This is an optimization exercise on Yosys and OpenROAD, whose aim is small area and a short achievable clock period, not a production implementation. RTL that was checked went through simulation tests only; none was proved equivalent to the original.

rev 12:
==> module UnaryMultiplier, before the edit <==
module UnaryMultiplier
#(
    parameter INPUT_WIDTH = 32,
    parameter COUNT_WIDTH = $clog2(INPUT_WIDTH + 1),
    parameter EPSILON = 8
)
(
    input logic a,
    input logic b,
    input logic [1:0] ready,
    input logic clk,
    input logic reset,
    output logic valid,
    output logic y
);
    logic [5:0]  a_upper, b_upper, a_ones, b_ones, y_count;
    logic signed [11:0] d_upper, d_lower;
    logic        started;
    logic        ea, eb, za, zb;
    logic        near_l, near_u, emit, bit1, done;
    logic signed [7:0] sum_hi;
    logic [11:0] add_l, sub_u, step;
    always_comb begin
        ea = ready[0] & a;
        za = ready[0] & ~a;
        eb = ready[1] & b;
        zb = ready[1] & ~b;
        done = y_count[5];
        near_l = d_lower >= -12'sd128;
        near_u = d_upper <= 12'sd143;
        sum_hi = d_upper[11:4] + d_lower[11:4];
        bit1 = ~sum_hi[7];
        emit = started & ~done & (near_l | near_u);
        add_l = (ea ? {6'd0, b_ones} : 12'd0) + (eb ? {6'd0, a_ones} : 12'd0) + (ea & eb);
        sub_u = (za ? {6'd0, b_upper} : 12'd0) + (zb ? {6'd0, a_upper} : 12'd0) - (za & zb);
        step = emit ? (bit1 ? 12'hff0 : 12'h010) : 12'h000;
    end
    always_ff @(posedge clk or negedge reset) begin
        if (!reset) begin
            a_upper <= 6'd32;
            b_upper <= 6'd32;
            a_ones <= 0;
            b_ones <= 0;
            y_count <= 0;
            d_lower <= -12'sd512;
            d_upper <= 12'sd512;
            started <= 1'b0;
            y <= 1'b0;
            valid <= 1'b0;
        end else begin
            if (ready[0]) begin
                if (a) a_ones <= a_ones + 1'b1;
                else a_upper <= a_upper - 1'b1;
            end
            if (ready[1]) begin
                if (b) b_ones <= b_ones + 1'b1;
                else b_upper <= b_upper - 1'b1;
            end
            started <= started | ready[0] | ready[1];
            valid <= emit;
            y <= bit1;
            if (emit) y_count <= y_count + 1'b1;
            d_lower <= d_lower + add_l + step;
            d_upper <= d_upper - sub_u + step;
        end
    end
endmodule
make LEC_CHECK=0 CAP_MARGIN=20 CORE_MARGIN=2 CORE_UTILIZATION=40 PLACE_DENSITY=0.6 SLEW_MARGIN=20 finish   # period 8.0 ns
run.sh (not shown) runs the stock make flow with config.mk's settings and CLKGATE_MAP_FILE= SYNTH_SCRIPT=/design/flow/synth_recipe.tcl, a recipe that flattens the netlist after the stock synthesis.
> inputs changed (rev 12 -> rev 13)
==> flow/design.v <==
module UnaryMultiplier
#(
    parameter INPUT_WIDTH = 32,
    parameter COUNT_WIDTH = $clog2(INPUT_WIDTH + 1),
    parameter EPSILON = 8
)
(
    input logic a,
    input logic b,
    input logic [1:0] ready,
    input logic clk,
    input logic reset,
    output logic valid,
    output logic y
);
    logic [5:0] a_upper, b_upper, a_ones, b_ones, y_count;
    logic [6:0] y_mid;
    logic       started;
    logic [10:0] p_upper, p_lower;
    logic [6:0]  u, l;
    logic [7:0]  ul;
    logic        near_l, near_u, emit, bit1, done;
    always_comb begin
        p_upper = a_upper * b_upper;
        p_lower = a_ones * b_ones;
        u = p_upper[10:4];
        l = p_lower[10:4];
        ul = u + l;
        near_l = {1'b0, y_mid} <= {1'b0, l} + 8'd8;
        near_u = {1'b0, y_mid} + 8'd8 >= {1'b0, u};
        bit1 = {y_mid, 1'b0} <= ul;
        done = y_count[5];
        emit = started & (near_l | near_u);
    end
    always_ff @(posedge clk or negedge reset) begin
        if (!reset) begin
            a_upper <= 6'd32;
            b_upper <= 6'd32;
            a_ones <= 0;
            b_ones <= 0;
            y_count <= 0;
            y_mid <= 7'd32;
            started <= 1'b0;
            y <= 1'b0;
            valid <= 1'b0;
        end else if (done) begin
            valid <= 1'b0;
        end else begin
            if (ready[0]) begin
                if (a) a_ones <= a_ones + 1'b1;
                else a_upper <= a_upper - 1'b1;
            end
            if (ready[1]) begin
                if (b) b_ones <= b_ones + 1'b1;
                else b_upper <= b_upper - 1'b1;
            end
            started <= started | ready[0] | ready[1];
            valid <= emit;
            y <= bit1;
            if (emit) begin
                y_count <= y_count + 1'b1;
                y_mid <= bit1 ? y_mid + 1'b1 : y_mid - 1'b1;
            end
        end
    end
endmodule
--- outcome ---
- Taking rev 12 as the reference point, the design area of rev 13 rises by 490 um2.
- Comparing rev 12 and rev 13, area growth from synthesis to layout is higher on rev 12.
- When the final numbers for rev 12 and rev 13 were put side by side, the cell depth of the worst setup path turned out to be smaller in rev 12.
- Summary of rev 13 over rev 12: multi-input combinational cell count went up by 37%; number of non-clock buffers in the layout went down by 1; post-synthesis instance total went up by 107; die area went up by about 14%.
Function not checked in rev 12: the RTL went through the layout flow alone.

* * *

## old
Another version of the RTL of UnaryMultiplier (not shown whole).
==> module UnaryMultiplier, before the edit <==
module UnaryMultiplier
#(
    parameter INPUT_WIDTH = 32,
    parameter COUNT_WIDTH = $clog2(INPUT_WIDTH + 1),
    parameter EPSILON = 8
)
(
    input logic a,
    input logic b,
    input logic [1:0] ready,
    input logic clk,
    input logic reset,
    output logic valid,
    output logic y
);
    logic [5:0]  a_ones, b_ones, a_upper, b_upper, y_count;
    logic [5:0]  g_lower;    
    logic [5:0]  f_upper;    
    logic [10:0] d_upper, d_lower;
    logic        ea, eb, za, zb;
    logic        near_l, near_u, emit, bit1, done;
    logic [5:0]  ab_ones, ab_upper;
    logic [6:0]  hl, hu;
    logic [10:0] dl, du;
    logic [5:0]  yc;
    logic [3:0]  hg, hp;
    logic        c4, neg;
    function automatic [10:0] add11(input [10:0] x, input [10:0] y, input cin);
        logic [11:0] gg, pp, ng, np;
        gg = {x & y, cin};
        pp = {x ^ y, 1'b0};
        for (int l = 0; l < 4; l++) begin
            ng = gg; np = pp;
            for (int i = 0; i < 12; i++) begin
                if ((i >> l) & 1) begin
                    ng[i] = gg[i] | (pp[i] & gg[((i >> l) << l) - 1]);
                    np[i] = pp[i] & pp[((i >> l) << l) - 1];
                end
            end
            gg = ng; pp = np;
        end
        add11 = x ^ y ^ gg[10:0];
    endfunction
    always_comb begin
        ea = ready[0] & a;
        za = ready[0] & ~a;
        eb = ready[1] & b;
        zb = ready[1] & ~b;
        ab_ones = a_ones + b_ones + 6'd1;
        ab_upper = a_upper + b_upper - 6'd1;
        case ({g_lower[5:4], valid, y})
            4'b00_10: hl = 7'd1;
            4'b00_11: hl = 7'h7f;
            4'b01_10: hl = 7'd2;
            4'b01_11: hl = 7'd0;
            4'b10_10: hl = 7'd3;
            4'b10_11: hl = 7'd1;
            4'b11_10: hl = 7'd4;
            4'b11_11: hl = 7'd2;
            default:  hl = {5'd0, g_lower[5:4]};
        endcase
        dl = add11(d_lower, {hl, g_lower[3:0]}, 1'b0);
        case ({f_upper[5:4], valid, y})
            4'b11_10: hu = 7'h7d;
            4'b11_11: hu = 7'h7b;
            4'b10_10: hu = 7'h7e;
            4'b10_11: hu = 7'h7c;
            4'b01_10: hu = 7'h7f;
            4'b01_11: hu = 7'h7d;
            4'b00_10: hu = 7'h00;
            4'b00_11: hu = 7'h7e;
            default:  hu = {5'h1f, ~f_upper[5:4]};
        endcase
        du = add11(d_upper, {hu, ~f_upper[3:0]}, 1'b1);
        yc = y_count + valid;
        done = yc[5];
        near_l = ~dl[10] | (&dl[9:7]);                              
        near_u = du[10] | (~|du[9:8] & (~du[7] | ~|du[6:4]));       
        hg = du[7:4] & dl[7:4];
        hp = du[7:4] ^ dl[7:4];
        c4 = hg[3] | (hp[3] & hg[2]) | (hp[3] & hp[2] & hg[1]) | (hp[3] & hp[2] & hp[1] & hg[0]);
        neg = (du[8] & dl[8]) | ((du[8] ^ dl[8]) & ~c4);
        bit1 = near_l & (~near_u | ~neg);
        emit = ~done & (near_l | near_u);
    end
    always_ff @(posedge clk or negedge reset) begin
        if (!reset) begin
            a_ones <= 0;
            b_ones <= 0;
            a_upper <= 6'd32;
            b_upper <= 6'd32;
            g_lower <= 0;
            f_upper <= 0;
            y_count <= 0;
            d_lower <= 11'h600;    
            d_upper <= 11'h200;    
            y <= 1'b0;
            valid <= 1'b0;
        end else begin
            a_ones <= a_ones + ea;
            b_ones <= b_ones + eb;
            a_upper <= a_upper - za;
            b_upper <= b_upper - zb;
            g_lower <= ({6{ea & ~eb}} & b_ones) | ({6{eb & ~ea}} & a_ones) | ({6{ea & eb}} & ab_ones);
            f_upper <= ({6{za & ~zb}} & b_upper) | ({6{zb & ~za}} & a_upper) | ({6{za & zb}} & ab_upper);
            y_count <= yc;
            d_lower <= dl;
            d_upper <= du;
            valid <= emit;
            y <= bit1;
        end
    end
endmodule
Settings: LEC_CHECK=0, CAP_MARGIN=20, CORE_MARGIN=2, CORE_UTILIZATION=40, PLACE_DENSITY=0.6, SLEW_MARGIN=20; clock period 8.0 ns.
standard.sh (not shown) runs the stock make flow with config.mk's settings and CLKGATE_MAP_FILE= SYNTH_SCRIPT=/design/flow/synth_recipe.tcl, a recipe that flattens the netlist after the stock synthesis.
==> flow/flow/run.sh <==
#!/bin/bash
# The standard layout, except that:
#  - synthesis maps the logic with flow/abc_speed.script (three rounds of
#    &syn2/&dch/&nf) instead of ORFS's ABC script; the rest of synthesis,
#    and so the registers, are ORFS's as run by standard.sh;
#  - the ports get plain buf_2 buffers;
#  - timing repair aims at a setup slack of SETUP_SLACK_MARGIN.
set -e
rm -rf scripts_alt
cp -r "$FLOW_HOME/scripts" scripts_alt
cp flow/abc_speed.script scripts_alt/abc_speed.script
export BUFFER_PORTS_ARGS="-buffer_cell sky130_fd_sc_hd__buf_2"
export SETUP_SLACK_MARGIN=5.3
bash standard.sh SCRIPTS_DIR="$PWD/scripts_alt" synth > synth.log 2>&1
bash standard.sh > standard.log 2>&1
==> flow/flow/abc_speed.script <==
&get -n
&st
&syn2
&dch
&nf
&st
&syn2
&dch
&nf
&st
&syn2
&dch
&nf
&put
buffer -c
topo
stime -c
upsize -c
dnsize -c
In summary, old completed successfully, with a layout that passed the timing, DRC and antenna checks.
Changes in new relative to old:
--- a/flow/design.v
+++ b/flow/design.v
@@ -19,28 +19,13 @@
     logic [10:0] d_upper, d_lower;
     logic        ea, eb, za, zb;
     logic        near_l, near_u, emit, bit1, done;
+    logic        up;         
     logic [5:0]  ab_ones, ab_upper;
     logic [6:0]  hl, hu;
     logic [10:0] dl, du;
     logic [5:0]  yc;
     logic [3:0]  hg, hp;
     logic        c4, neg;
-    function automatic [10:0] add11(input [10:0] x, input [10:0] y, input cin);
-        logic [11:0] gg, pp, ng, np;
-        gg = {x & y, cin};
-        pp = {x ^ y, 1'b0};
-        for (int l = 0; l < 4; l++) begin
-            ng = gg; np = pp;
-            for (int i = 0; i < 12; i++) begin
-                if ((i >> l) & 1) begin
-                    ng[i] = gg[i] | (pp[i] & gg[((i >> l) << l) - 1]);
-                    np[i] = pp[i] & pp[((i >> l) << l) - 1];
-                end
-            end
-            gg = ng; pp = np;
-        end
-        add11 = x ^ y ^ gg[10:0];
-    endfunction
     always_comb begin
         ea = ready[0] & a;
         za = ready[0] & ~a;
@@ -48,7 +33,7 @@
         zb = ready[1] & ~b;
         ab_ones = a_ones + b_ones + 6'd1;
         ab_upper = a_upper + b_upper - 6'd1;
-        case ({g_lower[5:4], valid, y})
+        case ({g_lower[5:4], valid, up})
             4'b00_10: hl = 7'd1;
             4'b00_11: hl = 7'h7f;
             4'b01_10: hl = 7'd2;
@@ -59,8 +44,8 @@
             4'b11_11: hl = 7'd2;
             default:  hl = {5'd0, g_lower[5:4]};
         endcase
-        dl = add11(d_lower, {hl, g_lower[3:0]}, 1'b0);
-        case ({f_upper[5:4], valid, y})
+        dl = d_lower + {hl, g_lower[3:0]};
+        case ({f_upper[5:4], valid, up})
             4'b11_10: hu = 7'h7d;
             4'b11_11: hu = 7'h7b;
             4'b10_10: hu = 7'h7e;
@@ -71,7 +56,7 @@
             4'b00_11: hu = 7'h7e;
             default:  hu = {5'h1f, ~f_upper[5:4]};
         endcase
-        du = add11(d_upper, {hu, ~f_upper[3:0]}, 1'b1);
+        du = d_upper + {hu, ~f_upper[3:0]} + 11'd1;
         yc = y_count + valid;
         done = yc[5];
         near_l = ~dl[10] | (&dl[9:7]);                              
@@ -96,6 +81,7 @@
             d_upper <= 11'h200;    
             y <= 1'b0;
             valid <= 1'b0;
+            up <= 1'b0;
         end else begin
             a_ones <= a_ones + ea;
             b_ones <= b_ones + eb;
@@ -108,6 +94,7 @@
             d_upper <= du;
             valid <= emit;
             y <= bit1;
+            up <= emit & bit1;
         end
     end
 endmodule
[summary]
Of old and new, old shows the lower met1 track utilization from global routing, with new above it. Die area (lower): old. Number of sinks on the clock net in new is 1 higher than in old. Looking at critical path's slowest cell, the dfrtp_2 result is from new; the fa_2 one comes from old. Summary of new over old: layout cell share with drive strength beyond 1 climbed 8.9 points; final routed wirelength across all metal layers shows an increase of 660 um; final period utilization fell 2.5 points; count of instances resized after the clock tree is built up 19; stage delay of the slowest cell on the critical path went up.
No functional check of the RTL was part of any run of this note.

afterwards: timing with drivers on the ports:
In the flow no input, the clock included, has a driving cell. The finished layouts below were timed again as built, in two steps. Step 1 (the two cells are an assumption about what drives the block):
set clk [get_ports {clk}]
set_driving_cell -lib_cell sky130_fd_sc_hd__clkbuf_16 $clk
set_driving_cell -lib_cell sky130_fd_sc_hd__buf_2 [delete_from_list [all_inputs] $clk]
Step 2 also shifts input and output timing later by t, the mid clock arrival at the registers, as if the neighbouring blocks saw the same clock. Three values: no drivers, after step 1, after step 2; two values: the first two.
| run | shift t [ns] | slack for setup (ns) | worst setup path at the end | worst slew at a driven data input, ns |
|---|---|---|---|---|
| rev 12 | 0.368 | 1.663 / 1.671 / 1.303 | input to register | 0.03 |
| rev 13 | 0.324 | 0.846 / 0.846 / 0.846 | register to register | 0.03 |
| old | 0.370 | 4.987 / 4.987 / 4.987 | register to register | 0.03 |
| new | 0.367 | 5.184 / 5.184 / 5.116 | input to register | 0.03 |
After both steps every run listed still meets setup and hold. The setup slack of rev 12, which loses most, moves by +0.008 ns with the drivers and by -0.360 ns with both steps.
